This is an optimization exercise on Yosys and OpenROAD, whose aim is small area, not a production implementation. Where RTL was checked, it was by simulation tests only, not by an equivalence proof against the original. The RTL of run 1 was laid out without a check of its function. Power figures rest on the tool's default switching activity, not on a simulated workload.

==> design.v <==
module top_mem_ctrl
  (
    input wire HCLK,
    input wire HRESETn,
    input wire [31:0] HADDR,
    input wire [2:0] HBURST,
    input wire [3:0] HPROT,
    input wire [2:0] HSIZE,
    input wire [1:0] HTRANS,
    input wire [31:0] HWDATA,
    input wire HWRITE,
    input wire HREADYIN,
    input wire HSEL,
    output wire [31:0] HRDATA,
    output wire HRESP,
    output wire HREADYOUT,
    input wire [31:0] MEM_RDATA,
    output wire [31:0] MEM_WDATA,
    output wire [11:0] MEM_ADDR,
    output wire [1:0] MEM_BA,
    output wire MEM_CKE,
    output wire MEM_CSn,
    output wire MEM_RASn,
    output wire MEM_CASn,
    output wire MEM_WEn,
    output wire [3:0] MEM_DQM
  );
  localparam [3:0]
    S_IW0   = 4'd0,    
    S_IW1   = 4'd1,    
    S_IW2   = 4'd2,    
    S_PCR   = 4'd3,    
    S_IW4   = 4'd4,    
    S_IAR2  = 4'd5,    
    S_IW5   = 4'd6,    
    S_MODE  = 4'd7,    
    S_IDLE  = 4'd8,    
    S_RF    = 4'd9,    
    S_CHECK = 4'd10,   
    S_RELAY = 4'd11,   
    S_PREP  = 4'd12,   
    S_BURST = 4'd13,   
    S_RPRE  = 4'd14,   
    S_W     = 4'd15;   
  reg [3:0]   state;
  reg [3:0]   next_state;
  reg [11:0]  cnt;           
  reg         busyn;         
  reg         next_busyn;
  reg         valid;         
  reg [11:0]  line_a;        
  reg [255:0] line_d;        
  reg [2:0]   ptr;           
  wire enable = HSEL & HREADYIN;
  wire [3:0] diff_b = {1'b0, HADDR[2:0]} - {1'b0, line_a[2:0]};
  wire [2:0] diff = diff_b[2:0];
  wire       b = diff_b[3];
  wire [8:0] hx = HADDR[11:3];
  wire [8:0] hy = ~line_a[11:3];
  wire [9:0] hc = {hx | hy, ~b};
  wire hit = (&((hx ^ hy) ~^ hc[8:0])) & hc[9];
  wire lfsr_fb = ~(cnt[11] ^ cnt[10] ^ cnt[7] ^ cnt[5]);
  wire ro_3    = cnt[2];                                                    
  wire ro_750  = cnt[0] & ~cnt[1] & ~cnt[3] & cnt[5] & ~cnt[8] & cnt[9] & ~cnt[10];   
  wire ro_init = ~cnt[0] & ~cnt[2] & ~cnt[4] & ~cnt[5] & cnt[6] & ~cnt[7] & ~cnt[8]
               & cnt[9] & cnt[10];                                        
  wire step0   = ~cnt[0];                  
  wire step1   = cnt[0] & ~cnt[1];         
  wire first_beat = (state == S_BURST) && (ptr == 3'd0);    
  reg step;
  reg ras, cas, we, cke, addr_sel, mode;
  always @* begin
    next_state = state;
    next_busyn = 1'b0;
    step = 1'b0;
    ras = 1'b1; cas = 1'b1; we = 1'b1; cke = 1'b1;
    addr_sel = 1'b0; mode = 1'b0;
    case (state)
      S_IW0:   begin cke = 1'b0; step = 1'b1;
                     if (ro_init) next_state = S_IW1; end
      S_IW1:   next_state = S_IW2;
      S_IW2:   begin step = ~ro_init;
                     if (ro_init) next_state = S_PCR; end
      S_PCR:   begin
                 step = ~cnt[1];
                 if (step0) begin ras = 1'b0; we = 1'b0; end             
                 if (cnt[1]) begin ras = 1'b0; cas = 1'b0;               
                                   next_state = S_IW4; end
               end
      S_IW4:   begin step = 1'b1;
                     if (ro_3) next_state = S_IAR2; end
      S_IAR2:  begin ras = 1'b0; cas = 1'b0; next_state = S_IW5; end
      S_IW5:   begin step = ~ro_3;
                     if (ro_3) next_state = S_MODE; end
      S_MODE:  begin
                 step = ~cnt[1];
                 if (step0) begin ras = 1'b0; cas = 1'b0; we = 1'b0;     
                                  mode = 1'b1; end
                 if (cnt[1]) next_state = S_IDLE;                        
               end
      S_IDLE: begin
        if (ro_750) begin
          ras = 1'b0; cas = 1'b0;
          next_state = S_RF;
        end else if (enable) begin
          next_state = HWRITE ? S_W : S_CHECK;
        end else begin
          next_busyn = 1'b1;
          step = 1'b1;
        end
      end
      S_RF:    begin
                 step = ~cnt[3];
                 if (step0) begin ras = 1'b0; we = 1'b0; end             
                 if (step1) begin ras = 1'b0; cas = 1'b0; end            
                 if (cnt[3]) next_state = S_IDLE;                        
               end
      S_CHECK: begin next_busyn = hit;
                     next_state = hit ? S_RELAY : S_PREP; end
      S_RELAY: begin next_busyn = 1'b1; next_state = S_IDLE; end
      S_PREP:  begin
                 step = step0; addr_sel = 1'b1;
                 if (step0) ras = 1'b0;                                  
                 else begin cas = 1'b0; next_state = S_BURST; end       
               end
      S_BURST: begin addr_sel = (ptr == 3'd0); we = (ptr != 3'd1);
                     if (ptr == 3'd1) next_state = S_RPRE; end
      S_RPRE:  begin ras = 1'b0; we = 1'b0; next_busyn = 1'b1;
                     next_state = S_RELAY; end
      S_W:     begin
                 step = ~cnt[2];
                 addr_sel = ~cnt[1];                                     
                 we = step0;                                             
                 cas = ~step1;                                           
                 ras = ~(step0 | cnt[2]);                                
                 next_busyn = cnt[1];                                    
                 if (cnt[2]) next_state = S_IDLE;                        
               end
      default: ;
    endcase
  end
  always @(posedge HCLK or negedge HRESETn) begin
    if (!HRESETn) begin
      state <= S_IW0;
      busyn <= 1'b0;
      cnt   <= 12'd0;
      valid <= 1'b0;
      line_a <= 12'd0;
    end else begin
      state <= next_state;
      busyn <= next_busyn;
      cnt   <= step ? {cnt[10:0], lfsr_fb} : 12'd0;
      if (first_beat) begin
        valid  <= 1'b1;
        line_a <= HADDR[11:0];
      end
    end
  end
  reg fill_q, keep_q;
  wire fill_next = (next_state == S_BURST);
  always @(posedge HCLK) begin
    fill_q <= fill_next;
    keep_q <= ~fill_next;
  end
  wire [31:0] word7_in = ({32{fill_q}} & MEM_RDATA) | ({32{keep_q}} & line_d[31:0]);
  always @(posedge HCLK)
    line_d <= {word7_in, line_d[255:32]};
  always @(posedge HCLK)
    ptr <= (state == S_PREP && !step0) ? 3'd0 : ptr - 3'd1;
  reg [2:0] pos_q;
  wire [2:0] rel_off = (state == S_CHECK) ? diff[2:0] : 3'd0;
  always @(posedge HCLK)
    pos_q <= ptr - 3'd1 + rel_off;
  wire relay_q = (state == S_RELAY) & valid;
  wire [7:0] sel_q = {8{relay_q}} & (8'd1 << pos_q);
  reg [31:0] rdata;
  integer k;
  always @* begin
    rdata = 32'd0;
    for (k = 0; k < 8; k = k + 1)
      rdata = rdata | ({32{sel_q[k]}} & line_d[k*32 +: 32]);
  end
  assign HRDATA    = rdata;
  assign HRESP     = 1'b0;
  assign HREADYOUT = busyn;
  assign MEM_WDATA = HWDATA;
  assign MEM_BA    = HADDR[13:12];
  assign MEM_ADDR  = mode ? 12'h213 : (addr_sel ? HADDR[11:0] : 12'd0);
  assign MEM_CKE   = cke;
  assign MEM_CSn   = 1'b0;
  assign MEM_RASn  = ras;
  assign MEM_CASn  = cas;
  assign MEM_WEn   = we;
  assign MEM_DQM   = 4'b1111;
endmodule
==> flow/run.sh <==
#!/bin/bash
# Standard ORFS layout (the standard.sh) with these changes:
#  - synthesis maps logic with an area-oriented ABC script (flow/abc_area.script)
#    instead of ORFS's speed script, and leaves adders to ABC instead of
#    mapping them to half/full adder cells first (ADDER_MAP_FILE empty);
#    everything else in synthesis, including flip-flop mapping, is the
#    standard synthesis script, run unchanged
#  - ports are buffered with the smallest buffer (buf_1); every port still
#    gets its buffer
#  - clock tree synthesis uses clkbuf_8 and inserts no dummy loads
# Each tool's log stays in orfs/logs; make's own output goes to
# standard_flow.log in the work folder.
set -euo pipefail
W=$(pwd)
orig=$(grep -o 'SYNTH_SCRIPT=[^ ]*' standard.sh | head -1 | cut -d= -f2)
cat > "$W/my_synth.tcl" <<EOT
proc abc {args} {
  set i [lsearch -exact \$args -script]
  if {\$i >= 0} { set args [lreplace \$args \$i [expr {\$i+1}] -script $W/flow/abc_area.script] }
  yosys abc {*}\$args
}
source $orig
EOT
sed "s#SYNTH_SCRIPT=[^ ]*#SYNTH_SCRIPT=$W/my_synth.tcl ADDER_MAP_FILE=#" standard.sh > my_standard.sh
export BUFFER_PORTS_ARGS="-buffer_cell sky130_fd_sc_hd__buf_1"
export CTS_ARGS="-sink_clustering_enable -repair_clock_nets -dont_use_dummy_load -sink_clustering_size 20 -sink_clustering_max_diameter 60 -buf_list sky130_fd_sc_hd__clkbuf_8"
bash my_standard.sh finish > standard_flow.log 2>&1
==> flow/abc_area.script <==
strash
dch -f
amap
&get -n
&st
&dch -f
&nf -R 1000
&put
&get -n
&st
&dch -f
&nf -R 1000
&put
topo
stime -c
==> standard.sh <==
#!/bin/bash
# synth_recipe.tcl (not shown) runs the flow's synth.tcl, then flattens the netlist and writes it again
# the make line also repeats each setting of config.mk as NAME=value (left out here)
make -C /OpenROAD-flow-scripts/flow DESIGN_CONFIG=/design/flow/config.mk WORK_HOME=/design/flow/orfs CLKGATE_MAP_FILE= SYNTH_SCRIPT=/design/flow/synth_recipe.tcl "${@:-finish}"
==> config.mk <==
export PLATFORM = sky130hd
export DESIGN_NAME = top_mem_ctrl
export DESIGN_NICKNAME = top_mem_ctrl
export VERILOG_FILES = /design/flow/design.v
export SDC_FILE = /design/flow/constraint.sdc
export NUM_CORES = 4
export LEC_CHECK = 0
export CAP_MARGIN = 20
export CORE_MARGIN = 2
export CORE_UTILIZATION = 65
export CTS_BUF_LIST = sky130_fd_sc_hd__clkbuf_8
export CTS_CLUSTER_DIAMETER = 60
export CTS_CLUSTER_SIZE = 20
export SLEW_MARGIN = 20
==> constraint.sdc <==
create_clock -name core_clock -period 10.0 [get_ports {HCLK}]
set_input_delay 2.0000 -clock core_clock [delete_from_list [all_inputs] [get_ports {HCLK}]]
set_output_delay 2.0000 -clock core_clock [all_outputs]
set_load 0.01 [all_outputs]
==> results.txt, run 1 <==
leakage approximately 3.7 nW; final WL between 15000 and 20000 um; Distinct cells, synth 43; setup TNS 0 ps; Rel. slew slack between 30% and 40%; total power around 0.0030 W; Initial Util 67.1%; unrepaired setup endpoints after global routing no; CP Class register to output port; first-pass GRT wire length 31000 um; top area cells in the synthesized netlist dfxtp_1, dfrtp_1, a222oi_1; Final Cycle Share a little over half; CTS tree yes; Hold-fix buffers, CTS 0; area of the core around 13000 um^2; Die Y 121 um; # resized after CTS 0; Worst Hold Class register to register; post-route ant nets 0; VDD IR max around 150 uV; count of clock tree sinks between 200 and 300; switch share between 30 and 40%; Post-Syn Area 8960 um^2; clock transition at the registers of the reported paths between 100 and 150 ps; H-tree depth 1; TritonCTS Buffers 19; final hold vios 0; Total GRT Usage 26.4%; Critical Path AT roughly 3500 ps; cell taking the most area after synthesis dfxtp_1; Die W ~120 um; clk buf depth 3; share of total power in the clock network between 15 and 20%; setup bufs post-CTS 0; # setup viols final 0; share of layout cells above drive strength 1 just under 4%; Main synth FF type dfxtp_1; num ports a little over 200; yosys warns 1; Area Growth Syn to Fin 7.32%; number of synthesized register bits roughly 290; num rows 42; internal power between 0.002 and 0.0025 W; largest net degree at the start of global routing 33; Mapped Avg Cell Area approximately 12 um^2; Worst-Margin Slew roughly 1000 ps; CP max FO 32; Total Die Area ~15000 um^2; register share of total power roughly 67%; switching power summed over all nets 0.000939 W; Fmax 0.183 GHz; drt pass-1 iters 5; sequential element share of the synthesized area 67.4%; combinational fraction of design power roughly 17%; Fillers about 1000; number of global-route vias before repair roughly 6200; root buf cell clkbuf_8; vias per cell ~6.2; WP data required roughly 8000 ps; run status no timing/DRC/antenna violations; Remaining Overflow, GRT 0; initial antenna violation count 1; Placer Congestion 0.840; final max-slew violation count 0; Vias between 6000 and 7000; Async SR Flop Fraction between 10% and 20%; pwr dens roughly 320 nW/um^2; Post-Syn Instances 728; Critical Path Start Type register; worst-skew pair later-pin latency approximately 520 ps; Post-synth top cells dfxtp_1, a222oi_1, nand2_1; Routed wire per std cell approximately 20 um; DP HPWL about 12000 um; total of max-cap violations 0; top cell type's share of synthesized area slightly below 60%; PortBufs a little under 100; Post-synth EDFFs 0; Util after Layout roughly 72%; post-route minimum period 5470 ps; CP endpoint kind output port; drt initial violations roughly 620; post-layout net count about 930; count leader, synth dfxtp_1; Final Skew around 44 ps; # DRC 0
layer usage:
metal  share of wire, %  global-route usage (%)  wire length (um)
met5                  0                       0                 0
met4                2.0                    7.76               403
met3                8.0                    5.73              1590
met2                 49                    45.3              9700
met1                 41                    33.7              8110
critical path, cell delays in order (launching register included):
cell and delay (ps):
dfrtp_1 540, nand2b_1 240, nor2_1 260, nand3b_1 330, nor2_4 860, a22o_1 270
a221oi_1 60, nand3_1 180, buf_1 190
layout by cell type (no fill, tap or decap), drive strengths merged, types with 2 or more instances in the layout:
master | netlist | routed
maj3 | 2 | 2
a22o | 33 | 33
nand4 | 20 | 20
o21a | 2 | 2
nor4 | 4 | 4
o22ai | 4 | 4
a222oi | 54 | 54
a22oi | 33 | 33
nand2b | 13 | 13
a21boi | 2 | 2
buf | 40 | 102
xnor2 | 11 | 11
a21oi | 15 | 15
xor2 | 7 | 7
and2 | 21 | 21
a21o | 5 | 5
a2111oi | 2 | 2
nor3 | 12 | 12
nand2 | 45 | 45
conb | 2 | 6
and3 | 2 | 2
mux2 | 8 | 8
dfrtp | 30 | 30
clkbuf | 0 | 19
nor2 | 34 | 34
clkinv | 7 | 7
nor2b | 3 | 3
dfxtp | 264 | 264
o21ai | 10 | 10
nand3 | 29 | 29
registers in the layout (all words and copies together), names as in the netlist:
register and flops:
valid 1, busyn 1, line_a 12, cnt 12, state 4, keep_q 1
ptr 3, fill_q 1, line_d 256, pos_q 3
final timing paths:
check | cells after the start | startpoint | endpoint | slack, ps
worst min-delay path | 0 | line_d[183] | line_d[151] | 320
worst min register to register | 0 | line_d[183] | line_d[151] | 320
worst max register to register | 8 | state[3] | cnt[0] | 7220
min in group asynchronous | 2 | HRESETn | valid | 1480
worst max-delay path | 8 | state[2] | HRDATA[2] | 4530
max in group asynchronous | 2 | HRESETn | cnt[0] | 8180
final cells by class:
class	instances	area, um^2	share of cell area, %
inverter	7	26.3	0.273
multi-input combinational	391	2670	27.7
tap	176	220	2.29
clock buffer	19	262	2.72
sequential	294	6040	62.8
antenna	1	2.50	0.0260
timing repair buffer	102	402	4.18
power groups by stage:
stage | combinational (W) | sequential [W] | clock, W
after floorplan | 0.000372 | 0.00195 | 0
after global placement | 0.000491 | 0.00201 | 0
after detailed placement | 0.000500 | 0.00205 | 0
after CTS | 0.000504 | 0.00203 | 0.000513
after global routing | 0.000560 | 0.00210 | 0.000549
final | 0.000503 | 0.00204 | 0.000503
kinds of logic (layout without fill, tap and decap cells):
family                     count (synthesis)  in the layout  share of synthesized area [%]
AOI/OAI and AO/OA                        168            168                           15.4
and+or+nand+nor                          189            189                           10.5
xor gates and xnor gates                  18             18                           1.76
DFF                                      294            294                           67.4
buffers and inverters                     47            128                           3.64
muxes                                      8              8                           1.01
other                                      2              7                         0.0838
adders and majority gates                  2              2                          0.223
per-stage QoR:
step | worst slack [ps] | std cells | area (um^2) | hold slack, ps
final | 4530 | 990 | 9620 | 316
after global routing | 4330 | 989 | 9610 | 318
after CTS | 4490 | 989 | 9610 | 314
after detailed placement | 5080 | 970 | 9350 | 335
after global placement | 5120 | 970 | 9350 | 332
after floorplan | 4790 | 732 | 8970 | 330
==> inputs of run 2 (changes only) <==
--- a/design.v
+++ b/design.v
@@ -29,4 +29,4 @@
     S_IW0   = 4'd0,    
-    S_IW1   = 4'd1,    
-    S_IW2   = 4'd2,    
+    S_IW1   = 4'd2,    
+    S_IW2   = 4'd1,    
     S_PCR   = 4'd3,    
@@ -36,9 +36,9 @@
     S_MODE  = 4'd7,    
-    S_IDLE  = 4'd8,    
+    S_IDLE  = 4'd14,   
     S_RF    = 4'd9,    
     S_CHECK = 4'd10,   
-    S_RELAY = 4'd11,   
+    S_RELAY = 4'd8,    
     S_PREP  = 4'd12,   
     S_BURST = 4'd13,   
-    S_RPRE  = 4'd14,   
+    S_RPRE  = 4'd11,   
     S_W     = 4'd15;   
==> run 2 against run 1 <==
Against the previous run:
- clock power shrank 2%
- setup slack lost 290 ps
- sequential power shrank 8%
- register-to-register slack gained 360 ps
- fmax shrank 5.0%
- clock-buffer cell count is the same
- design area shrank 0.23%
- cell count shrank 1.1%
- clock skew grew 6.4 ps
- non-clock buffer count grew 5
- critical path type unchanged
- highest routed layer unchanged
==> results.txt, run 2 <==
run status no timing/DRC/antenna violations; H-tree depth 1 (unchanged); Antenna diodes 0 (-1); compound-cell area share of the yosys netlist 15.9% (+0.53 points); setup bufs post-CTS 0 (unchanged); most common cell after layout, fill and taps aside dfxtp_1; top area cells in the synthesized netlist dfxtp_1, dfrtp_1, a222oi_1; Routed wire per std cell 19.8 um (-0.96%); num ports 202 (unchanged); setup TNS 0 ps (unchanged); WP data required 8000 ps (about the same); leakage 3.68 nW (-1.2%); Critical Path Start Type register; Remaining Overflow, GRT 0 (unchanged); WHS Endpoint line_d[123]; CP endpoint kind output port; root buf cell clkbuf_8; Mapped Avg Cell Area 12.5 um^2 (+1.7%); met2 usage 43.5% (-1.8 points); Fmax 0.174 GHz (-5.0%); # resized after CTS 0 (unchanged); cell taking the most area after synthesis dfxtp_1; count of clock tree sinks 294 (unchanged); worst path cell trace nand2b_1 -> nor3_1 -> nand3b_1 -> nor2_2 -> buf_4 -> a222oi_1 -> nand3_1 -> buf_1; Worst Hold Class register to register; switch share 30.2% (-0.59 points); clock transition at the registers of the reported paths 110 ps (about the same); DP HPWL 12100 um (+0.35%); total of max-cap violations 0 (unchanged); Initial Util 66.9% (-0.24 points); CP max FO 19 (-41%); drt pass-1 iters 6 (+1); area of the core 13300 um^2 (unchanged); PortBufs 97 (unchanged); VDD IR max 165 uV (+13%); setup ws final 4240 ps (-290 ps); area of the multi-input gates 2600 um^2 (-2.4%); Die Y 121 um (-0.17%); Fillers 967 (-2.8%); Post-synth EDFFs 0 (unchanged); count leader, synth dfxtp_1; CP Class register to output port; post-synthesis mux area share 1.14% (+0.13 points); biggest regs line_d x256, cnt x12, line_a x12; number of synthesized register bits 294 (unchanged); switching power summed over all nets 0.000856 W (-8.9%); Total Die Area 14700 um^2 (-0.35%); Main synth FF type dfxtp_1; worst reg2reg path startpoint cnt[1]; Post-Syn Area 8930 um^2 (-0.36%); worst-skew pair later-pin latency 510 ps (about the same); internal power 0.00197 W (-6.3%); TritonCTS Buffers 19 (unchanged); Crit-path slowest cell nor2_2; GR peak layer met2; Placer Congestion 0.937 (+12%); Top reg by flops line_d; post-synthesis simple-gate area fraction 9.40% (-1.1 points); Area Growth Syn to Fin 7.46%; vias per cell 6.22 (-0.43%); drt initial violations 698 (+13%); unrepaired setup endpoints after global routing no; Worst Hold Launch line_d[155]; Final Skew 50.3 ps (+6.40 ps); first-pass GRT wire length 30800 um (-0.60%); number of global-route vias before repair 6079 (-2.1%); share of total power in the clock network 17.5% (+1.0 points); max reg flops 256 (unchanged); Post-synth top cells dfxtp_1, a222oi_1, buf_4; post-layout net count 918 (-1.1%); Hold-fix buffers, CTS 0 (unchanged); Total GRT Usage 26.1% (-0.30 points); Post-Syn Instances 713 (-2.1%); Distinct cells, synth 40 (-7.0%); CTS tree yes; Critical Path AT 3760 ps (+290 ps); # setup viols final 0 (unchanged); combinational fraction of design power 16.1% (-0.4 points); met3 usage 3.90% (-1.8 points); post-route minimum period 5760 ps (+290 ps); Post-Synth Adder-Cell Area 0.224% (+0.00081 points); Vias 6092 (-1.5%); post-synthesis xor/xnor area fraction 1.86% (+0.10 points); Crit path largest cell delay 690 ps (-170 ps); Async SR Flop Fraction 10.2% (unchanged); share of layout cells above drive strength 1 4.61% (+0.67 points); final max-slew violation count 0 (unchanged); main combinational cell family by area after synthesis compound AO/OA/AOI/OAI gates; Worst R2R End cnt[0]; initial antenna violation count 0 (-1); final hold vios 0 (unchanged); Worst-Margin Slew 1080 ps (+67.1 ps); Rel. slew slack 27.9% (-4.5 points); commonest non-fill, non-tap cells in the layout dfxtp_1, buf_1, a222oi_1; # DRC 0 (unchanged); r2r worst-path depth 9 (+1); clk buf depth 3 (unchanged); M1 GR Usage 35.2% (+1.5 points); post-route ant nets 0 (unchanged); FF-to-FF setup slack 7580 ps (+360 ps); num rows 42 (unchanged); worst hold path stage count 0 (unchanged); Die W 121 um (-0.17%); final WL 19400 um (-2.1%); sequential element share of the synthesized area 67.6% (+0.25 points); largest net degree at the start of global routing 33 (unchanged); Final Cycle Share 57.6% (+2.9 points); Register Area 6040 um^2 (unchanged); register share of total power 66.4% (-0.6 points); top cell type's share of synthesized area 59.2% (+0.21 points); Place WS 4810 ps (-269 ps); yosys warns 1 (unchanged); pwr dens 295 nW/um^2 (-6.9%)
-- run 2: stage by stage --
stage	utilization [%]	area [um^2]	instances	power, W	hold WS, ps
6_report	71.9	9590	979	0.00283	330
3_5_place_dp	69.9	9330	960	0.00235	335
4_1_cts	71.9	9590	979	0.00284	332
3_3_place_gp	69.9	9330	960	0.00231	332
2_1_floorplan	-	8940	717	0.00215	330
5_1_grt	71.9	9590	979	0.00298	327
-- run 2: worst max path at each step --
stage	from	to	slack [ps]
3_5_place_dp	state[3]	HRDATA[26]	4810
2_1_floorplan	state[2]	HRDATA[30]	4650
3_3_place_gp	state[3]	HRDATA[31]	4850
5_1_grt	state[3]	HRDATA[8]	4050
6_report	state[3]	HRDATA[31]	4240
4_1_cts	state[3]	HRDATA[31]	4240
-- run 2: critical path, delay by kind of cell (launching register included) --
family | cells | cell delay, ps
compound gates | 1 | 160
buf+inv | 2 | 630
flops | 1 | 680
simple gates | 5 | 1770
-- run 2: area by class of cell --
cell class,instances,share of cell area (%)
Sequential cell,294,62.9
Multi-Input combinational cell,374,27.1
Timing Repair Buffer,107,4.58
Clock buffer,19,2.73
Tap cell,176,2.30
Inverter,9,0.352
-- run 2: cell families (layout without fill, tap and decap cells) --
| kind of cell | after synthesis | count (layout) |
|---|---|---|
| DFF | 294 | 294 |
| AOI/OAI and AO/OA | 172 | 172 |
| and+or+nand+nor | 166 | 166 |
| buffers and inverters | 49 | 135 |
| xor gates and xnor gates | 19 | 19 |
| muxes | 9 | 9 |
| adders and majority gates | 2 | 2 |
| other | 2 | 6 |
-- run 2: power groups by stage --
stage / logic (W) / registers [W] / clock network [W]
2_1_floorplan: 0.000337 / 0.00182 / 0
3_3_place_gp: 0.000442 / 0.00187 / 0
3_5_place_dp: 0.000453 / 0.00189 / 0
4_1_cts: 0.000456 / 0.00187 / 0.000505
5_1_grt: 0.000508 / 0.00193 / 0.000544
6_report: 0.000455 / 0.00188 / 0.000495
-- run 2: layer usage --
metal	share of wire, %	vias up
met5	0	-
met4	2.9	0
met3	7.8	62
met2	47	273
met1	42	2921
li1	-	2836
==> inputs of run 3 (changes only) <==
--- a/config.mk
+++ b/config.mk
@@ -9,3 +9,3 @@
 export CORE_MARGIN = 2
-export CORE_UTILIZATION = 65
+export CORE_UTILIZATION = 75
 export CTS_BUF_LIST = sky130_fd_sc_hd__clkbuf_8
==> run 3 against run 2 <==
Against the previous run:
- synthesized cell count is the same
- sequential power increased by 2%
- via count grew 4.1%
- fmax is 4.7% lower
- area after synthesis unchanged
- global-route usage rose by 6.4 points
- worst hold slack lost 15 ps
- register-to-register slack worse by 30 ps
- total power increased by 1.5%
- sequential cell count stayed put
- combinational power about the same
- largest cell class unchanged
- highest routed layer unchanged
==> results.txt, run 3 <==
first-pass GRT wire length 33400 um (+8.2%); total of max-cap violations 0 (unchanged); Final Cycle Share 60.4% (+2.8 points); num rows 39 (-7.1%); TritonCTS Buffers 19 (unchanged); largest net degree at the start of global routing 33 (unchanged); CP max FO 21 (+2); final max-slew violation count 0 (unchanged); met3 WL 1870 um (+23%); most common cell after layout, fill and taps aside dfxtp_1; number of global-route vias before repair 6534 (+7.5%); max reg flops 256 (unchanged); CP endpoint kind output port; # resized after CTS 0 (unchanged); pwr dens 301 nW/um^2 (+2.1%); share of layout cells above drive strength 1 4.01% (-0.60 points); clk buf depth 3 (unchanged); Distinct cells, synth 40 (unchanged); Die Y 113 um (-6.7%); count of clock tree sinks 294 (unchanged); Antenna diodes 0 (unchanged); Async SR Flop Fraction 10.2% (unchanged); unrepaired setup endpoints after global routing no; Critical Path Start Type register; run status no timing/DRC/antenna violations; count leader, synth dfxtp_1; Fillers 653 (-32%); Vias 6344 (+4.1%); CP Class register to output port; wl on met1 8080 um (-0.58%); Placer Congestion 0.887 (-5.3%); top cell type's share of synthesized area 59.2% (unchanged); total power 0.00287 W (+1.5%); sequential element share of the synthesized area 67.6% (unchanged); post-route ant nets 0 (unchanged); Post-Syn Instances 713 (unchanged); commonest non-fill, non-tap cells in the layout dfxtp_1, buf_1, a222oi_1; Hold-fix buffers, CTS 0 (unchanged); H-tree depth 1 (unchanged); initial antenna violation count 0 (unchanged); Post-synth EDFFs 0 (unchanged); Top reg by flops line_d; CTS tree yes; cell taking the most area after synthesis dfxtp_1; top area cells in the synthesized netlist dfxtp_1, dfrtp_1, a222oi_1; post-layout net count 913 (-0.54%); drt pass-1 iters 26 (+20); Worst Hold Class register to register; final WL 21000 um (+8.4%); vias per cell 6.74 (+8.3%); # setup viols final 0 (unchanged); Total Die Area 12800 um^2 (-13%); # DRC 0 (unchanged); Area Growth Syn to Fin 6.85%; Fmax 0.166 GHz (-4.7%); most common cell type on the critical path nand3_1; number of synthesized register bits 294 (unchanged); Post-synth top cells dfxtp_1, a222oi_1, buf_4; leakage 3.65 nW (-0.71%); WP data required 8000 ps (about the same); Crit path largest cell delay 840 ps (+150 ps); clock transition at the registers of the reported paths 110 ps (about the same); Die W 113 um (-6.7%); setup TNS 0 ps (unchanged); post-route minimum period 6040 ps (+281 ps); Worst-Margin Slew 968 ps (-110 ps); final hold vios 0 (unchanged); Crit path max-delay family simple AND/OR/NAND/NOR gates; drt initial violations 942 (+35%); yosys warns 1 (unchanged); setup bufs post-CTS 0 (unchanged); Mapped Avg Cell Area 12.5 um^2 (unchanged); Rel. slew slack 35.1% (+7.2 points); Initial Util 77.5% (+11 points); PortBufs 97 (unchanged); num ports 202 (unchanged); Crit-path slowest cell nor3_2; Final Skew 52.1 ps (+1.80 ps); worst-skew pair later-pin latency 540 ps (+30 ps); biggest regs line_d x256, cnt x12, line_a x12; DP HPWL 12800 um (+5.6%); Remaining Overflow, GRT 0 (unchanged); met2 wire length 10200 um (+11%); Critical Path AT 4040 ps (+280 ps); Main synth FF type dfxtp_1; Total GRT Usage 32.5% (+6.4 points); Post-Syn Area 8930 um^2 (unchanged); area of the core 11500 um^2 (-14%); root buf cell clkbuf_8; Buf/Inv on CP 2 (unchanged); VDD IR max 172 uV (+4.4%); Routed wire per std cell 22.3 um (+13%); worst path cell trace nand2b_1 -> nor3_1 -> nand3_1 -> nor3_2 -> buf_4 -> a222oi_1 -> nand3_1 -> buf_1; top routing layer in use met4
## run 3: cell counts after synthesis
No cell type changed its count.
## run 3: kinds of logic (layout without fill, tap and decap cells)
kind of cell | after synthesis | count (layout) | synth area share (%)
other cells | 2 | 6 | 0.0841
buf+inv | 49 | 130 | 3.74
simple gates | 166 | 166 | 9.40
compound gates | 172 | 172 | 15.9
mux | 9 | 9 | 1.14
flops | 294 | 294 | 67.6
xor+xnor | 19 | 19 | 1.86
fa+ha+maj | 2 | 2 | 0.224
## run 3: stage by stage
stage | util, % | instance area, um^2 | cells | hold WS [ps] | worst slack, ps
5_1_grt | 82.8 | 9540 | 941 | 333 | 3730
6_report | 82.8 | 9540 | 941 | 315 | 3960
3_5_place_dp | 80.6 | 9280 | 922 | 339 | 4540
3_3_place_gp | 80.6 | 9280 | 922 | 332 | 4600
2_1_floorplan | - | 8940 | 717 | 330 | 4650
4_1_cts | 82.8 | 9540 | 941 | 326 | 3950
## run 3: final cells by class
| type | instances | area [um^2] | share of cell area (%) |
|---|---|---|---|
| multi-input combinational | 374 | 2630 | 27.5 |
| sequential | 294 | 6040 | 63.3 |
| tap | 143 | 179 | 1.88 |
| inverter | 9 | 33.8 | 0.354 |
| timing repair buffer | 102 | 402 | 4.21 |
| clock buffer | 19 | 262 | 2.74 |
## run 3: power breakdown
part           internal [W]  switching [W]
registers           0.00160       0.000317
logic              0.000201       0.000251
clock network      0.000172       0.000330
## run 3: per-layer routing
layer	track usage (%)	up-vias
met5	0	-
met4	12.9	0
met3	5.95	105
met2	55.0	405
met1	41.8	3007
li1	-	2827
## run 3: path summary, 6_finish.rpt
check | from | end | slack [ps] | cells after the start
min in group asynchronous | HRESETn | cnt[5] | 1490 | 2
min reg2reg | line_d[196] | line_d[164] | 320 | 0
max | state[3] | HRDATA[10] | 3960 | 8
max in group asynchronous | HRESETn | valid | 8170 | 2
max reg2reg | state[3] | cnt[0] | 7550 | 7
min | line_d[196] | line_d[164] | 320 | 0
==> inputs of run 4 (changes only) <==
--- a/flow/run.sh
+++ b/flow/run.sh
@@ -10,2 +10,4 @@
 #  - clock tree synthesis uses clkbuf_8 and inserts no dummy loads
+#  - the constant outputs keep synthesis's two tie cells (one tie-high and
+#    one tie-low) instead of getting one tie cell each
 # Each tool's log stays in orfs/logs; make's own output goes to
@@ -24,2 +26,3 @@
 sed "s#SYNTH_SCRIPT=[^ ]*#SYNTH_SCRIPT=$W/my_synth.tcl ADDER_MAP_FILE=#" standard.sh > my_standard.sh
+export SKIP_REPAIR_TIE_FANOUT=1
 export BUFFER_PORTS_ARGS="-buffer_cell sky130_fd_sc_hd__buf_1"
--- a/config.mk
+++ b/config.mk
@@ -9,3 +9,3 @@
 export CORE_MARGIN = 2
-export CORE_UTILIZATION = 75
+export CORE_UTILIZATION = 65
 export CTS_BUF_LIST = sky130_fd_sc_hd__clkbuf_8
==> run 4 against run 3 <==
Against the previous run:
- critical path type unchanged
- critical endpoint unchanged
- global-route usage is 6.5 points lower
- still clean on timing, DRC and antenna
- clock power is essentially flat
- combinational power about the same
- design area is 0.28% higher
==> results.txt, run 4 <==
run status no timing/DRC/antenna violations; VDD IR max 154 uV (-11%); Top reg by flops line_d; final WL 19700 um (-6.2%); WP data required 8000 ps (about the same); top cell type's share of synthesized area 59.2% (unchanged); Worst R2R End cnt[0]; TritonCTS Buffers 19 (unchanged); count leader, synth dfxtp_1; # setup viols final 0 (unchanged); Remaining Overflow, GRT 0 (unchanged); total of max-cap violations 0 (unchanged); largest net degree at the start of global routing 33 (unchanged); FF-to-FF setup slack 7570 ps (+20 ps); Post-Syn Area 8930 um^2 (unchanged); initial antenna violation count 0 (unchanged); Total Die Area 14700 um^2 (+15%); post-layout net count 909 (-0.44%); Worst Hold Launch line_d[251]; final max-slew violation count 0 (unchanged); cell taking the most area after synthesis dfxtp_1; first-pass GRT wire length 30800 um (-7.8%); Placer Congestion 0.883 (-0.53%); num rows 42 (+7.7%); Distinct cells, synth 40 (unchanged); WHS Endpoint line_d[219]; DP HPWL 12000 um (-6.5%); vias per cell 6.34 (-6.0%); register share of total power 66.5% (-0.3 points); Main synth FF type dfxtp_1; CP endpoint kind output port; CTS tree yes; Die W 121 um (+7.2%); Fmax 0.172 GHz (+3.9%); setup TNS 0 ps (unchanged); sequential element share of the synthesized area 67.6% (unchanged); Initial Util 66.9% (-11 points); most common cell after layout, fill and taps aside dfxtp_1; commonest non-fill, non-tap cells in the layout dfxtp_1, buf_1, a222oi_1; share of layout cells above drive strength 1 4.03% (+0.020 points); leakage 3.64 nW (-0.35%); Vias 6145 (-3.1%); CP max FO 32 (+52%); Final Skew 46.6 ps (-5.50 ps); worst-skew pair later-pin latency 520 ps (-20 ps); switch share 30.5% (-0.71 points); unrepaired setup endpoints after global routing no; Die Y 121 um (+7.2%); pwr dens 297 nW/um^2 (-1.4%); Post-synth top cells dfxtp_1, a222oi_1, buf_4; share of total power in the clock network 17.6% (about the same); Worst Hold Class register to register; final hold vios 0 (unchanged); combinational fraction of design power 15.9% (+0.2 points); Critical Path Start Type register; H-tree depth 1 (unchanged); Area Growth Syn to Fin 7.15%; switching power summed over all nets 0.000868 W (-3.3%); worst reg2reg path startpoint cnt[1]; Critical Path AT 3810 ps (-230 ps); Worst-Margin Slew 1030 ps (+66.6 ps); Antenna diodes 0 (unchanged); count of clock tree sinks 294 (unchanged); Routed wire per std cell 20.3 um (-9.0%); biggest regs line_d x256, cnt x12, line_a x12; max reg flops 256 (unchanged); top area cells in the synthesized netlist dfxtp_1, dfrtp_1, a222oi_1; clock transition at the registers of the reported paths 110 ps (about the same); internal power 0.00197 W (about the same); CP Class register to output port; area of the core 13300 um^2 (+16%); Final Cycle Share 58.1% (-2.3 points); # resized after CTS 0 (unchanged); # DRC 0 (unchanged); Layout Cells excl Fill 970 (+3.1%); setup bufs post-CTS 0 (unchanged); Total GRT Usage 26.0% (-6.5 points); Async SR Flop Fraction 10.2% (unchanged); Post-synth EDFFs 0 (unchanged); worst hold path stage count 0 (unchanged); number of synthesized register bits 294 (unchanged); root buf cell clkbuf_8; post-route minimum period 5810 ps (-229 ps); post-route ant nets 0 (unchanged); Rel. slew slack 30.8% (-4.3 points); PortBufs 97 (unchanged); drt initial violations 697 (-26%); r2r worst-path depth 9 (+2); clk buf depth 3 (unchanged); number of global-route vias before repair 6144 (-6.0%); Mapped Avg Cell Area 12.5 um^2 (unchanged); Cells after DPL 951 (+3.1%); Hold-fix buffers, CTS 0 (unchanged); yosys warns 1 (unchanged); drt pass-1 iters 8 (-69%); Post-Syn Instances 713 (unchanged); num ports 202 (unchanged)
[run 4: power by group through the flow]
stage / sequential (W) / combinational (W) / clock, W
after global routing: 0.00194 / 0.000501 / 0.000554
after detailed placement: 0.00190 / 0.000450 / 0
final: 0.00189 / 0.000451 / 0.000500
after floorplan: 0.00182 / 0.000337 / 0
after CTS: 0.00188 / 0.000452 / 0.000510
after global placement: 0.00187 / 0.000440 / 0
[run 4: cell families (layout without fill, tap and decap cells)]
logic type      after synthesis  count (layout)  synth area share (%)
flops                       294             294                  67.6
compound gates              172             172                  15.9
simple gates                166             166                  9.40
buf+inv                      49             130                  3.74
xor+xnor                     19              19                  1.86
mux                           9               9                  1.14
fa+ha+maj                     2               2                 0.224
other cells                   2               2                0.0841
[run 4: layout make-up]
class                      count  area, um^2
clock buffer                  19         262
fill                         973        3780
inverter                       9        33.8
multi-input combinational    370        2610
sequential                   294        6040
tap                          176         220
timing repair buffer         102         402
[run 4: worst max-delay path by stage]
stage,startpoint,to,slack (ps),cells after the start
after floorplan,state[2],HRDATA[30],4650,6
after global placement,state[3],HRDATA[16],4810,7
after detailed placement,state[3],HRDATA[10],4740,7
after CTS,state[3],HRDATA[10],4170,7
after global routing,state[3],HRDATA[29],3900,7
final,state[3],HRDATA[10],4190,7
[run 4: through the flow]
stage	worst slack [ps]	instance area, um^2	power, W	util [%]	hold WS, ps
after detailed placement	4740	9300	0.00235	69.7	335
after CTS	4170	9570	0.00285	71.7	316
final	4190	9570	0.00284	71.7	310
after global placement	4810	9300	0.00231	69.7	332
after floorplan	4650	8930	0.00215	-	330
after global routing	3900	9570	0.00299	71.7	315
[run 4: worst max-delay path, stage by stage (launching register included)]
cell	delay [ps]
dfrtp_1	670
nand2b_1	170
nor3_1	490
nand3_1	410
nor2_4	880
a222oi_1	300
nand3_1	180
buf_1	190
[run 4: per-layer routing]
metal  share of wire, %  vias up  track usage [%]
li1                   -     2816                -
met2                 48      284             45.0
met5                  0        -                0
met3                7.9       49             4.89
met1                 41     2996             33.8
met4                2.4        0             6.54
==> inputs of run 5 (changes only) <==
--- a/config.mk
+++ b/config.mk
@@ -7,3 +7,3 @@
 export LEC_CHECK = 0
-export CAP_MARGIN = 20
+export CAP_MARGIN = 0
 export CORE_MARGIN = 2
@@ -13,2 +13,2 @@
 export CTS_CLUSTER_SIZE = 20
-export SLEW_MARGIN = 20
+export SLEW_MARGIN = 0
==> run 5 against run 4 <==
Against the previous run:
- total power unchanged
- clock power hardly changed
- sequential share of layout area unchanged
- critical endpoint unchanged
==> results.txt, run 5 <==
Distinct cells, synth 40 (unchanged); Area Growth Syn to Fin 7.15% (unchanged); worst hold path stage count 0 (unchanged); yosys warns 1 (unchanged); internal power 0.00197 W (unchanged); Critical Path AT 3810 ps (about the same); Main synth FF type dfxtp_1; setup TNS 0 ps (unchanged); initial antenna violation count 0 (unchanged); Total GRT Usage 26.0% (unchanged); commonest non-fill, non-tap cells in the layout dfxtp_1, buf_1, a222oi_1; Post-Syn Instances 713 (unchanged); Die Y 121 um (unchanged); sequential element share of the synthesized area 67.6% (unchanged); num rows 42 (unchanged); WP depth 7 (unchanged); share of layout cells above drive strength 1 4.03% (unchanged); num ports 202 (unchanged); Fmax 0.172 GHz (unchanged); VDD IR max 154 uV (unchanged); Post-synth top cells dfxtp_1, a222oi_1, buf_4; vias per cell 6.34 (unchanged); top area cells in the synthesized netlist dfxtp_1, dfrtp_1, a222oi_1; Mapped Avg Cell Area 12.5 um^2 (unchanged); switching power summed over all nets 0.000868 W (unchanged); Fillers 973 (unchanged); root buf cell clkbuf_8; Vias 6145 (unchanged); Post-synth EDFFs 0 (unchanged); CTS tree yes; final WL 19700 um (unchanged); Final Cycle Share 58.1% (unchanged); total power 0.00284 W (unchanged); register share of total power 66.5% (about the same); Initial Util 66.9% (unchanged); Total Die Area 14700 um^2 (unchanged); post-route minimum period 5810 ps (unchanged); Crit-path slowest cell nor2_4; most common cell after layout, fill and taps aside dfxtp_1; # setup viols final 0 (unchanged); unrepaired setup endpoints after global routing no; area of the core 13300 um^2 (unchanged); H-tree depth 1 (unchanged); drt pass-1 iters 8 (unchanged); Critical Path Start Type register; final max-slew violation count 0 (unchanged); Placement Cell Area 9300 um^2 (unchanged); CP Class register to output port; Async SR Flop Fraction 10.2% (unchanged); Hold-fix buffers, CTS 0 (unchanged); largest net degree at the start of global routing 33 (unchanged); setup bufs post-CTS 0 (unchanged); worst path cell trace nand2b_1 -> nor3_1 -> nand3_1 -> nor2_4 -> a222oi_1 -> nand3_1 -> buf_1; final hold vios 0 (unchanged); leakage 3.64 nW (unchanged); Final Skew 46.6 ps (unchanged); Antenna diodes 0 (unchanged); Remaining Overflow, GRT 0 (unchanged); pwr dens 297 nW/um^2 (unchanged); worst-skew pair later-pin latency 520 ps (about the same); run status no timing/DRC/antenna violations; number of synthesized register bits 294 (unchanged); switch share 30.5% (unchanged); # resized after CTS 0 (unchanged); drt initial violations 697 (unchanged); post-layout net count 909 (unchanged); count leader, synth dfxtp_1; most common cell type on the critical path nand3_1; biggest regs line_d x256, cnt x12, line_a x12; final instance area 9570 um^2 (unchanged); post-route ant nets 0 (unchanged); Placer Congestion 0.883 (unchanged); clk buf depth 3 (unchanged); Buf/Inv on CP 1 (unchanged); combinational fraction of design power 15.9% (about the same); Post-Syn Area 8930 um^2 (unchanged); Top reg by flops line_d; Rel. slew slack 30.8% (unchanged); PortBufs 97 (unchanged); first-pass GRT wire length 30800 um (unchanged); Die W 121 um (unchanged); top cell type's share of synthesized area 59.2% (unchanged); Crit path max-delay family simple AND/OR/NAND/NOR gates; # DRC 0 (unchanged); Worst Hold Class register to register; clock transition at the registers of the reported paths 110 ps (about the same); count of clock tree sinks 294 (unchanged); total of max-cap violations 0 (unchanged); number of global-route vias before repair 6144 (unchanged); Crit path largest cell delay 880 ps (about the same); share of total power in the clock network 17.6% (about the same); DP HPWL 12000 um (unchanged); r2r worst-path depth 9 (unchanged); CP max FO 32 (unchanged); WP data required 8000 ps (about the same); TritonCTS Buffers 19 (unchanged); max reg flops 256 (unchanged); Routed wire per std cell 20.3 um (unchanged); Worst-Margin Slew 1030 ps (unchanged); cell taking the most area after synthesis dfxtp_1; CP endpoint kind output port
run 5: cell counts after synthesis:
Identical to the previous run, type by type.
run 5: worst reg2reg max path: cells and delay by family, from the launching register on:
family / cells / cell delay, ps
and+or+nand+nor: 6 / 1330
DFF: 1 / 550
AOI/OAI and AO/OA: 2 / 320
buffers and inverters: 1 / 150
run 5: path summary, 6_finish.rpt:
path	startpoint	endpoint	slack, ps
worst max-delay path	state[3]	HRDATA[10]	4190
min in group asynchronous	HRESETn	state[0]	1480
worst max register to register	cnt[1]	cnt[0]	7570
max in group asynchronous	HRESETn	line_a[6]	8180
worst min register to register	line_d[251]	line_d[219]	310
worst min-delay path	line_d[251]	line_d[219]	310
run 5: kinds of logic after synthesis:
| family | Yosys count | synth area share [%] |
|---|---|---|
| mux | 9 | 1.14 |
| flops | 294 | 67.6 |
| fa+ha+maj | 2 | 0.224 |
| other cells | 2 | 0.0841 |
| compound gates | 172 | 15.9 |
| simple gates | 166 | 9.40 |
| buf+inv | 49 | 3.74 |
| xor+xnor | 19 | 1.86 |
run 5: cell type report:
| class | count | area (um^2) | share of cell area (%) |
|---|---|---|---|
| sequential | 294 | 6040 | 63.1 |
| clock buffer | 19 | 262 | 2.73 |
| timing repair buffer | 102 | 402 | 4.20 |
| multi-input combinational | 370 | 2610 | 27.3 |
| tap | 176 | 220 | 2.30 |
| inverter | 9 | 33.8 | 0.353 |
run 5: metal layers:
metal	part of all wire (%)	global-route usage, %
met1	41	33.8
met4	2.4	6.54
met5	0	0
met2	48	45.0
met3	7.9	4.89
run 5: power groups by stage:
stage	logic [W]	clock network, W	registers [W]
after floorplan	0.000337	0	0.00182
after global placement	0.000440	0	0.00187
after detailed placement	0.000450	0	0.00190
after CTS	0.000452	0.000510	0.00188
final	0.000451	0.000500	0.00189
after global routing	0.000501	0.000554	0.00194
run 5: stage by stage:
stage	setup WS [ps]	hold WS (ps)	util, %	std cells
after floorplan	4650	330	-	713
after global placement	4810	332	69.7	951
after detailed placement	4740	335	69.7	951
after CTS	4170	316	71.7	970
after global routing	3900	315	71.7	970
final	4190	310	71.7	970
==> inputs of run 6 (changes only) <==
--- a/design.v
+++ b/design.v
@@ -68,3 +68,2 @@
   wire step1   = cnt[0] & ~cnt[1];         
-  wire first_beat = (state == S_BURST) && (ptr == 3'd0);    
   reg step;
@@ -125,3 +124,3 @@
                end
-      S_BURST: begin addr_sel = (ptr == 3'd0); we = (ptr != 3'd1);
+      S_BURST: begin addr_sel = la_load; we = (ptr != 3'd1);
                      if (ptr == 3'd1) next_state = S_RPRE; end
@@ -146,4 +145,2 @@
       cnt   <= 12'd0;
-      valid <= 1'b0;
-      line_a <= 12'd0;
     end else begin
@@ -152,7 +149,13 @@
       cnt   <= step ? {cnt[10:0], lfsr_fb} : 12'd0;
-      if (first_beat) begin
-        valid  <= 1'b1;
-        line_a <= HADDR[11:0];
-      end
     end
+  end
+  reg la_load, la_keep;
+  wire la_load_next = (state == S_PREP) && !step0;
+  always @(posedge HCLK) begin
+    la_load <= la_load_next;
+    la_keep <= !la_load_next && (next_state != S_IW0);
+  end
+  always @(posedge HCLK) begin
+    valid  <= la_load | (la_keep & valid);
+    line_a <= ({12{la_load}} & HADDR[11:0]) | ({12{la_keep}} & line_a);
   end
--- a/config.mk
+++ b/config.mk
@@ -7,3 +7,3 @@
 export LEC_CHECK = 0
-export CAP_MARGIN = 0
+export CAP_MARGIN = 20
 export CORE_MARGIN = 2
@@ -13,2 +13,2 @@
 export CTS_CLUSTER_SIZE = 20
-export SLEW_MARGIN = 0
+export SLEW_MARGIN = 20
==> run 6 against run 5 <==
Against the previous run:
- still clean on timing, DRC and antenna
- fmax fell by 0.70%
- core utilization fell by 0.13 points
- critical path depth rose by 2
- global-route usage fell by 0.15 points
- area after synthesis fell by 0.53%
- sequential power rose by about 10%
- combinational power rose by 22%
- register-to-register slack got worse by 190 ps
- total power rose by 9.7%
- sequential cell count rose by 2
- critical path type unchanged
- largest cell class unchanged
==> results.txt, run 6 <==
Post-Syn Instances 716 (+0.42%); Remaining Overflow, GRT 0 (unchanged); final max-slew violation count 0 (unchanged); Placer Congestion 0.880 (-0.31%); setup ws final 4150 ps (-41.1 ps); root buf cell clkbuf_8; Hold-fix buffers, CTS 0 (unchanged); sequential element share of the synthesized area 67.7% (+0.080 points); CP Class register to output port; clock transition at the registers of the reported paths 110 ps (about the same); top area cells in the synthesized netlist dfxtp_1, a222oi_1, dfrtp_1; r2r worst-path depth 7 (-2); number of synthesized register bits 296 (+0.68%); Total Die Area 14600 um^2 (-0.52%); Area Growth Syn to Fin 7.10% (about the same); number of global-route vias before repair 5931 (-3.5%); total of max-cap violations 0 (unchanged); CTS tree yes; WHS Endpoint line_d[9]; clk buf depth 3 (unchanged); num rows 42 (unchanged); Antenna diodes 0 (unchanged); WHS 289 ps (-21.9 ps); top cell type's share of synthesized area 62.9% (+3.7 points); Top reg by flops line_d; setup TNS 0 ps (unchanged); worst reg2reg path startpoint state[3]; run status no timing/DRC/antenna violations; WP data required 8000 ps (about the same); Mapped Avg Cell Area 12.4 um^2 (-0.95%); final hold vios 0 (unchanged); CP max FO 23 (-28%); TritonCTS Buffers 19 (unchanged); commonest non-fill, non-tap cells in the layout dfxtp_1, buf_1, a222oi_1; Routed wire per std cell 19.9 um (-2.1%); Critical Path AT 3850 ps (+40 ps); share of layout cells above drive strength 1 3.89% (-0.14 points); # DRC 0 (unchanged); Main synth FF type dfxtp_1; FF-to-FF setup slack 7380 ps (-190 ps); Distinct cells, synth 37 (-7.5%); Worst Hold Class register to register; Worst-Margin Slew 1010 ps (-23.9 ps); H-tree depth 1 (unchanged); drt pass-1 iters 8 (unchanged); first-pass GRT wire length 30400 um (-1.3%); Post-Syn Area 8880 um^2 (-0.53%); Vias 6089 (-0.91%); Worst Hold Launch line_d[41]; most common cell after layout, fill and taps aside dfxtp_1; Final Skew 63.3 ps (+16.6 ps); leakage 3.69 nW (+1.5%); pwr dens 328 nW/um^2 (+10%); Critical Path Start Type register; max reg flops 256 (unchanged); Die Y 121 um (-0.26%); VDD IR max 156 uV (+0.92%); yosys warns 1 (unchanged); post-route minimum period 5850 ps (+41.1 ps); Total GRT Usage 25.9% (-0.15 points); # setup viols final 0 (unchanged); Fillers 991 (+1.8%); DP HPWL 11800 um (-1.5%); PortBufs 97 (unchanged); Layout Cells excl Fill 972 (+0.21%); Rel. slew slack 32.4% (+1.6 points); Async SR Flop Fraction 5.74% (-4.5 points); initial antenna violation count 0 (unchanged); Cells after DPL 953 (+0.21%); largest net degree at the start of global routing 33 (unchanged); Place WS 4770 ps (+30.4 ps); Initial Util 66.8% (-0.093 points); setup bufs post-CTS 0 (unchanged); # resized after CTS 0 (unchanged); cell taking the most area after synthesis dfxtp_1; Die W 121 um (-0.26%); vias per cell 6.26 (-1.1%); count of clock tree sinks 296 (+0.68%); Worst R2R End cnt[0]; worst hold path stage count 0 (unchanged); post-route ant nets 0 (unchanged); Final Cycle Share 58.5% (+0.41 points); unrepaired setup endpoints after global routing no; Fmax 0.171 GHz (-0.70%); area of the core 13300 um^2 (-0.39%); Post-synth EDFFs 0 (unchanged); final WL 19300 um (-1.9%); CP endpoint kind output port; Post-synth top cells dfxtp_1, a222oi_1, a22o_1; num ports 202 (unchanged); post-layout net count 911 (+0.22%); biggest regs line_d x256, cnt x12, line_a x12; count leader, synth dfxtp_1; worst-skew pair later-pin latency 520 ps (about the same); drt initial violations 706 (+1.3%)
==> run 6: changes by cell type in the layout (fill, tap and decap cells not counted), moves of 3 or more <==
cell / before / now
mux2_1: 9 / 0
a221oi_1: 0 / 4
dfxtp_1: 264 / 279
nor2_1: 29 / 25
a21oi_1: 15 / 10
nand2_1: 25 / 34
dfrtp_1: 30 / 17
clkinv_1: 9 / 6
nor2b_1: 7 / 4
a222oi_1: 62 / 57
a22o_1: 32 / 47
==> run 6: logic make-up after synthesis <==
group	share of synthesized area [%]
buffers and inverters	3.64
and+or+nand+nor	9.36
DFF	67.7
adders and majority gates	0.113
xor gates and xnor gates	1.87
other	0.0846
AOI/OAI and AO/OA	17.2
==> run 6: where the power goes <==
group          internal [W]  switching [W]  leakage (nW)  total, W
clock network      0.000173       0.000322         0.137  0.000495
logic              0.000237       0.000312          1.01  0.000549
registers           0.00174       0.000335          2.55   0.00208
==> run 6: area by class of cell <==
class	instances	area, um^2	area share [%]
multi-input combinational	374	2600	27.4
sequential	296	6010	63.2
clock buffer	19	262	2.75
tap	176	220	2.32
inverter	6	22.5	0.237
timing repair buffer	101	394	4.14
==> run 6: worst max-delay path by stage <==
| stage | end | from | slack (ps) | cells past startpoint |
|---|---|---|---|---|
| floorplan | HRDATA[26] | state[0] | 4680 | 7 |
| global placement | HRDATA[0] | state[0] | 4820 | 9 |
| detailed placement | HRDATA[0] | state[0] | 4770 | 9 |
| CTS | HRDATA[0] | state[1] | 4230 | 9 |
| global route | HRDATA[0] | state[1] | 3900 | 9 |
| finish | HRDATA[0] | state[1] | 4150 | 9 |
==> run 6: through the flow <==
stage | util [%] | cell area (um^2) | power [W]
floorplan | - | 8880 | 0.00238
global placement | 69.6 | 9250 | 0.00258
detailed placement | 69.6 | 9250 | 0.00263
CTS | 71.5 | 9510 | 0.00313
global route | 71.5 | 9510 | 0.00330
finish | 71.5 | 9510 | 0.00312
==> run 6: per-layer routing <==
layer  global-route usage (%)  up-vias  share of wire [%]
li1                         -     2822                  -
met1                     34.9     2941                 42
met2                     43.5      276                 48
met3                     4.70       50                8.2
met4                     6.25        0                2.3
met5                        0        -                  0
==> run 6: worst max-delay path: stages (launching register included) <==
cell      delay (ps)
dfrtp_1          510
nor2_1           300
nand2_1          140
nor2_1           290
nand3_1          350
nor3_2           740
buf_4            450
a222oi_1         180
nand3_1          160
buf_1            220
==> inputs of run 7 (changes only) <==
--- a/flow/run.sh
+++ b/flow/run.sh
@@ -28,3 +28,3 @@
 export BUFFER_PORTS_ARGS="-buffer_cell sky130_fd_sc_hd__buf_1"
-export CTS_ARGS="-sink_clustering_enable -repair_clock_nets -dont_use_dummy_load -sink_clustering_size 20 -sink_clustering_max_diameter 60 -buf_list sky130_fd_sc_hd__clkbuf_8"
+export CTS_ARGS="-sink_clustering_enable -repair_clock_nets -dont_use_dummy_load -sink_clustering_size 20 -sink_clustering_max_diameter 60 -buf_list sky130_fd_sc_hd__clkbuf_8 -root_buf sky130_fd_sc_hd__clkbuf_4"
 bash my_standard.sh finish > standard_flow.log 2>&1
==> run 7 against run 6 <==
Against the previous run:
- clock-buffer cell count unchanged
- global-route usage about the same
- area after synthesis unchanged
- register-to-register slack better by 40 ps
- clock skew up 21 ps
- worst hold slack worse by 20 ps
- via count up 0.36%
- sequential share of layout area up 0.11 points
- setup slack worse by 130 ps
- non-clock buffer count unchanged
- critical path depth unchanged
- wire length down 0.37%
- critical endpoint unchanged
- largest power group unchanged
==> results.txt, run 7 <==
setup bufs post-CTS 0 (unchanged); Main synth FF type dfxtp_1; max reg flops 256 (unchanged); main combinational cell family by area after synthesis compound AO/OA/AOI/OAI gates; drt pass-1 iters 6 (-2); Post-synth top cells dfxtp_1, a222oi_1, a22o_1; commonest non-fill, non-tap cells in the layout dfxtp_1, buf_1, a222oi_1; setup TNS 0 ps (unchanged); num rows 42 (unchanged); share of layout cells above drive strength 1 3.89% (unchanged); # DRC 0 (unchanged); yosys warns 1 (unchanged); most common cell after layout, fill and taps aside dfxtp_1; Total GRT Usage 25.9% (+0.041 points); Crit path largest cell delay 760 ps (+20 ps); Worst-Margin Slew 1010 ps (-2.49 ps); unrepaired setup endpoints after global routing no; # resized after CTS 0 (unchanged); Final Cycle Share 59.8% (+1.3 points); CP Class register to output port; Crit path max-delay family simple AND/OR/NAND/NOR gates; WP data required 8000 ps (about the same); Critical Path Start Type register; Post-Syn Area 8880 um^2 (unchanged); Place WS 4770 ps (unchanged); Initial Util 66.8% (unchanged); initial antenna violation count 1 (+1); Post-synth EDFFs 0 (unchanged); post-layout net count 911 (unchanged); final instance area 9490 um^2 (-0.17%); DP HPWL 11800 um (unchanged); clk buf depth 3 (unchanged); number of synthesized register bits 296 (unchanged); Worst Hold Class register to register; root buf cell clkbuf_4; first-pass GRT wire length 30400 um (+0.12%); final max-slew violation count 0 (unchanged); post-synthesis mux area share 0% (unchanged); Crit-path slowest cell nor3_2; VDD IR max 156 uV (+0.27%); Util after Layout 71.4% (-0.12 points); PortBufs 97 (unchanged); Fmax 0.167 GHz (-2.1%); setup ws final 4020 ps (-125 ps); area of the core 13300 um^2 (unchanged); number of global-route vias before repair 5957 (+0.44%); compound-cell area share of the yosys netlist 17.2% (unchanged); pwr dens 327 nW/um^2 (-0.42%); Remaining Overflow, GRT 0 (unchanged); Area Growth Syn to Fin 6.92%; final hold vios 0 (unchanged); worst-skew pair later-pin latency 640 ps (+120 ps); CTS tree yes; Post-Syn Instances 716 (unchanged); Mapped Avg Cell Area 12.4 um^2 (unchanged); count leader, synth dfxtp_1; Post-Synth Adder-Cell Area 0.113% (unchanged); count of clock tree sinks 296 (unchanged); CP endpoint kind output port; run status no timing/DRC/antenna violations; post-route minimum period 5980 ps (+125 ps); Async SR Flop Fraction 5.74% (unchanged); CP max FO 23 (unchanged); total of max-cap violations 0 (unchanged); Vias 6111 (+0.36%); WHS 268 ps (-20.4 ps); sequential element share of the synthesized area 67.7% (unchanged); vias per cell 6.28 (+0.26%); Placement Cell Area 9250 um^2 (unchanged); Buf/Inv on CP 2 (unchanged); worst path cell trace nor2_1 -> nand2_1 -> nor2_1 -> nand3_1 -> nor3_2 -> buf_4 -> a222oi_1 -> nand3_1 -> buf_1; Routed wire per std cell 19.8 um (-0.47%); leakage 3.69 nW (-0.21%); drt initial violations 675 (-4.4%); post-synthesis simple-gate area fraction 9.36% (unchanged); top cell type's share of synthesized area 62.9% (unchanged); Rel. slew slack 32.6% (+0.17 points); Top reg by flops line_d; final WL 19300 um (-0.37%); Final Skew 84.6 ps (+21.3 ps); Critical Path AT 3980 ps (+130 ps); top area cells in the synthesized netlist dfxtp_1, a222oi_1, dfrtp_1; TritonCTS Buffers 19 (unchanged); clock transition at the registers of the reported paths 110 ps (about the same); num ports 202 (unchanged); # setup viols final 0 (unchanged); Total Die Area 14600 um^2 (unchanged); Die W 121 um (unchanged); H-tree depth 1 (unchanged); Die Y 121 um (unchanged); Distinct cells, synth 37 (unchanged); Hold-fix buffers, CTS 0 (unchanged); post-synthesis xor/xnor area fraction 1.87% (unchanged); post-route ant nets 0 (unchanged); Placer Congestion 0.880 (unchanged); largest net degree at the start of global routing 33 (unchanged); cell taking the most area after synthesis dfxtp_1; biggest regs line_d x256, cnt x12, line_a x12
-- run 7: worst register-to-register path, stage by stage, from the launching register on --
cell,delay (ps)
dfrtp_1,560
and2_0,320
nand3_1,250
o21ai_0,120
or3_1,370
or4_1,430
nor2b_1,150
and3_1,190
clkinv_1,60
-- run 7: area by class of cell --
class,count,area [um^2]
sequential,296,6010
fill,996,3800
multi-input combinational,374,2600
timing repair buffer,101,394
clock buffer,19,243
tap,176,220
inverter,6,22.5
antenna,1,2.50
-- run 7: routing by layer --
metal  part of all wire (%)  routed length, um  vias to the layer above  GRT usage [%]
met5                      0                  0                        -              0
met4                    2.3                451                        0           6.76
met3                    7.5               1440                       51           4.89
met2                     48               9280                      269           43.3
met1                     42               8080                     2961           34.8
li1                       -                  -                     2830              -
-- run 7: path summary, 6_finish.rpt --
check                      startpoint  cells after the start   endpoint  slack (ps)
min in group asynchronous     HRESETn                      1   state[1]        1510
max                          state[1]                      9  HRDATA[0]        4020
min reg2reg                line_d[41]                      0  line_d[9]         270
min                        line_d[41]                      0  line_d[9]         270
max reg2reg                  state[3]                      8     keep_q        7420
max in group asynchronous     HRESETn                      1     cnt[4]        7880
-- run 7: logic make-up (layout without fill, tap and decap cells) --
kind of cell / Yosys count / count (layout)
compound gates: 185 / 185
xor+xnor: 19 / 19
fa+ha+maj: 1 / 1
buf+inv: 46 / 126
flops: 296 / 296
other cells: 2 / 3
simple gates: 167 / 167
-- run 7: metrics by stage --
step                total power, W  instances
finish                     0.00310        973
global route               0.00328        973
CTS                        0.00311        972
detailed placement         0.00263        953
global placement           0.00258        953
floorplan                  0.00238        716
-- run 7: power by group --
part	internal [W]	leakage [nW]	total, W	switching (W)
clock network	0.000158	0.129	0.000479	0.000322
logic	0.000237	1.01	0.000547	0.000310
registers	0.00174	2.55	0.00208	0.000335
total	0.00213	3.69	0.00310	0.000967
==> inputs of run 8 (changes only) <==
--- a/flow/run.sh
+++ b/flow/run.sh
@@ -9,3 +9,4 @@
 #    gets its buffer
-#  - clock tree synthesis uses clkbuf_8 and inserts no dummy loads
+#  - clock tree synthesis uses clkbuf_8 (clkbuf_4 at the root) and inserts
+#    no dummy loads
 #  - the constant outputs keep synthesis's two tie cells (one tie-high and
==> run 8 against run 7 <==
Against the previous run:
- total power is the same
- fmax is the same
- non-clock buffer count is the same
- global-route usage is the same
- critical path depth is the same
- sequential power is essentially flat
- synthesized cell count is the same
- area after synthesis is the same
- clock skew is the same
- sequential share of layout area is the same
- core utilization is the same
- highest routed layer unchanged
==> results.txt, run 8 <==
drt pass-1 iters 6 (unchanged); num rows 42 (unchanged); leakage 3.69 nW (unchanged); WP data required 8000 ps (about the same); setup ws final 4020 ps (unchanged); post-layout net count 911 (unchanged); post-route ant nets 0 (unchanged); Cells after DPL 953 (unchanged); share of layout cells above drive strength 1 3.89% (unchanged); H-tree depth 1 (unchanged); Critical Path AT 3980 ps (about the same); post-synthesis simple-gate area fraction 9.36% (unchanged); TritonCTS Buffers 19 (unchanged); Distinct cells, synth 37 (unchanged); clk buf depth 3 (unchanged); run status no timing/DRC/antenna violations; CP endpoint kind output port; Die Y 121 um (unchanged); # resized after CTS 0 (unchanged); initial antenna violation count 1 (unchanged); FF-to-FF setup slack 7420 ps (about the same); sequential element share of the synthesized area 67.7% (unchanged); DP HPWL 11800 um (unchanged); Layout Cells excl Fill 973 (unchanged); largest net degree at the start of global routing 33 (unchanged); post-synthesis xor/xnor area fraction 1.87% (unchanged); Hold-fix buffers, CTS 0 (unchanged); Vias 6111 (unchanged); top area cells in the synthesized netlist dfxtp_1, a222oi_1, dfrtp_1; Post-synth top cells dfxtp_1, a222oi_1, a22o_1; num ports 202 (unchanged); Final Skew 84.6 ps (unchanged); Post-Syn Instances 716 (unchanged); unrepaired setup endpoints after global routing no; cell taking the most area after synthesis dfxtp_1; post-route minimum period 5980 ps (unchanged); WHS 268 ps (unchanged); post-synthesis mux area share 0% (unchanged); VDD IR max 156 uV (unchanged); root buf cell clkbuf_4; CTS tree yes; count leader, synth dfxtp_1; Remaining Overflow, GRT 0 (unchanged); Placer Congestion 0.880 (unchanged); yosys warns 1 (unchanged); Routed wire per std cell 19.8 um (unchanged); drt initial violations 675 (unchanged); r2r worst-path depth 8 (unchanged); # setup viols final 0 (unchanged); GR peak layer met2; first-pass GRT wire length 30400 um (unchanged); Initial Util 66.8% (unchanged); Final Cycle Share 59.8% (unchanged); final WL 19300 um (unchanged); Main synth FF type dfxtp_1; area of the core 13300 um^2 (unchanged); critical path endpoint HRDATA[0]; worst reg2reg path startpoint state[3]; Total GRT Usage 25.9% (unchanged); setup bufs post-CTS 0 (unchanged); met2 usage 43.3% (unchanged); commonest non-fill, non-tap cells in the layout dfxtp_1, buf_1, a222oi_1; Worst R2R End keep_q; final max-slew violation count 0 (unchanged); PortBufs 97 (unchanged); Fmax 0.167 GHz (unchanged); Post-synth EDFFs 0 (unchanged); biggest regs line_d x256, cnt x12, line_a x12; max reg flops 256 (unchanged); vias per cell 6.28 (unchanged); Mapped Avg Cell Area 12.4 um^2 (unchanged); Placement Cell Area 9250 um^2 (unchanged); # DRC 0 (unchanged); Worst Hold Class register to register; Worst-Margin Slew 1010 ps (unchanged); Top reg by flops line_d; CP max FO 23 (unchanged); met3 usage 4.89% (unchanged); final instance area 9490 um^2 (unchanged); worst-skew pair later-pin latency 640 ps (about the same); number of global-route vias before repair 5957 (unchanged); Async SR Flop Fraction 5.74% (unchanged); Place WS 4770 ps (unchanged); setup TNS 0 ps (unchanged); M1 GR Usage 34.8% (unchanged); Area Growth Syn to Fin 6.92% (unchanged); worst setup path start state[1]; Post-Syn Area 8880 um^2 (unchanged); compound-cell area share of the yosys netlist 17.2% (unchanged); main combinational cell family by area after synthesis compound AO/OA/AOI/OAI gates; total of max-cap violations 0 (unchanged); Post-Synth Adder-Cell Area 0.113% (unchanged); top cell type's share of synthesized area 62.9% (unchanged); most common cell after layout, fill and taps aside dfxtp_1; Die W 121 um (unchanged); CP Class register to output port; Rel. slew slack 32.6% (unchanged); final hold vios 0 (unchanged); clock transition at the registers of the reported paths 110 ps (about the same); Critical Path Start Type register; Total Die Area 14600 um^2 (unchanged); number of synthesized register bits 296 (unchanged); count of clock tree sinks 296 (unchanged); pwr dens 327 nW/um^2 (unchanged)
run 8: cell type report:
cell class | count | area [um^2]
fillers | 996 | 3800
clock buffers | 19 | 243
inverters | 6 | 22.5
multi-input cells | 374 | 2600
repair buffers | 101 | 394
flip-flops and latches | 296 | 6010
well taps | 176 | 220
diodes | 1 | 2.50
run 8: layer usage:
layer,vias up,wire [um]
met1,2961,8080
met4,0,451
met2,269,9280
li1,2830,-
met5,-,0
met3,51,1440
run 8: where the power goes:
group / switching, W / internal, W
clock: 0.000322 / 0.000158
sequential: 0.000335 / 0.00174
combinational: 0.000310 / 0.000237
run 8: cell families after synthesis:
group / count (synthesis)
adders and majority gates: 1
and+or+nand+nor: 167
other: 2
buffers and inverters: 46
AOI/OAI and AO/OA: 185
DFF: 296
xor gates and xnor gates: 19
run 8: worst min-delay path by stage:
stage,start,end,slack (ps),cells after the start
2_1_floorplan,line_d[132],line_d[100],330,0
3_3_place_gp,line_d[140],line_d[108],330,0
3_5_place_dp,line_d[161],line_d[129],340,0
4_1_cts,line_d[41],line_d[9],270,0
5_1_grt,line_d[41],line_d[9],270,0
6_report,line_d[41],line_d[9],270,0
run 8: critical path: stages (launching register included):
cell and delay (ps):
dfrtp_1 510, nor2_1 310, nand2_1 140, nor2_1 300
nand3_1 350, nor3_2 760, buf_4 460, a222oi_1 180
nand3_1 160, buf_1 220
run 8: stage by stage:
stage	util, %	total power (W)
after floorplan	-	0.00238
after global placement	69.6	0.00258
after detailed placement	69.6	0.00263
after CTS	71.4	0.00311
after global routing	71.4	0.00328
final	71.4	0.00310

-- static timing again, ports no longer ideal --
The flow's constraints put no driver on any port. The routed layouts listed below were extracted and timed again, unchanged, in two steps.
Step 1: set_driving_cell puts a clkbuf_16 on HCLK and a buf_2 on each other input, an assumption about the parent block.
Step 2 moves the port delays by t, midway between the first and last clock arrival at a register: inputs arrive t later, outputs are due t later. That takes back most of the time a late clock gives input paths.
Three values: ideal ports, drivers, drivers and shift; two values: the first two.
run | shift t [ns] | setup WS [ns] | hold slack, ns | worst setup path after step 2 | worst slew at a driven data input, ns
run 1 | 0.534 | 4.532 / 4.496 / 5.031 | 0.316 / 0.316 / 0.316 | register to output | 0.08
run 2 | 0.522 | 4.241 / 4.207 / 4.730 | 0.330 / 0.330 / 0.330 | register to output | 0.08
run 3 | 0.536 | 3.960 / 3.927 / 4.463 | 0.315 / 0.315 / 0.315 | register to output | 0.08
run 4 | 0.528 | 4.189 / 4.158 / 4.686 | 0.310 / 0.310 / 0.310 | register to output | 0.08
run 5 | 0.528 | 4.189 / 4.158 / 4.686 | 0.310 / 0.310 / 0.310 | register to output | 0.08
run 6 | 0.514 | 4.148 / 4.121 / 4.635 | 0.289 / 0.289 / 0.289 | register to output | 0.09
run 7 | 0.616 | 4.023 / 3.997 / 4.613 | 0.268 / 0.268 / 0.268 | register to output | 0.09
run 8 | 0.616 | 4.023 / 3.997 / 4.613 | 0.268 / 0.268 / 0.268 | register to output | 0.09
After both steps setup and hold are still met in every run listed.
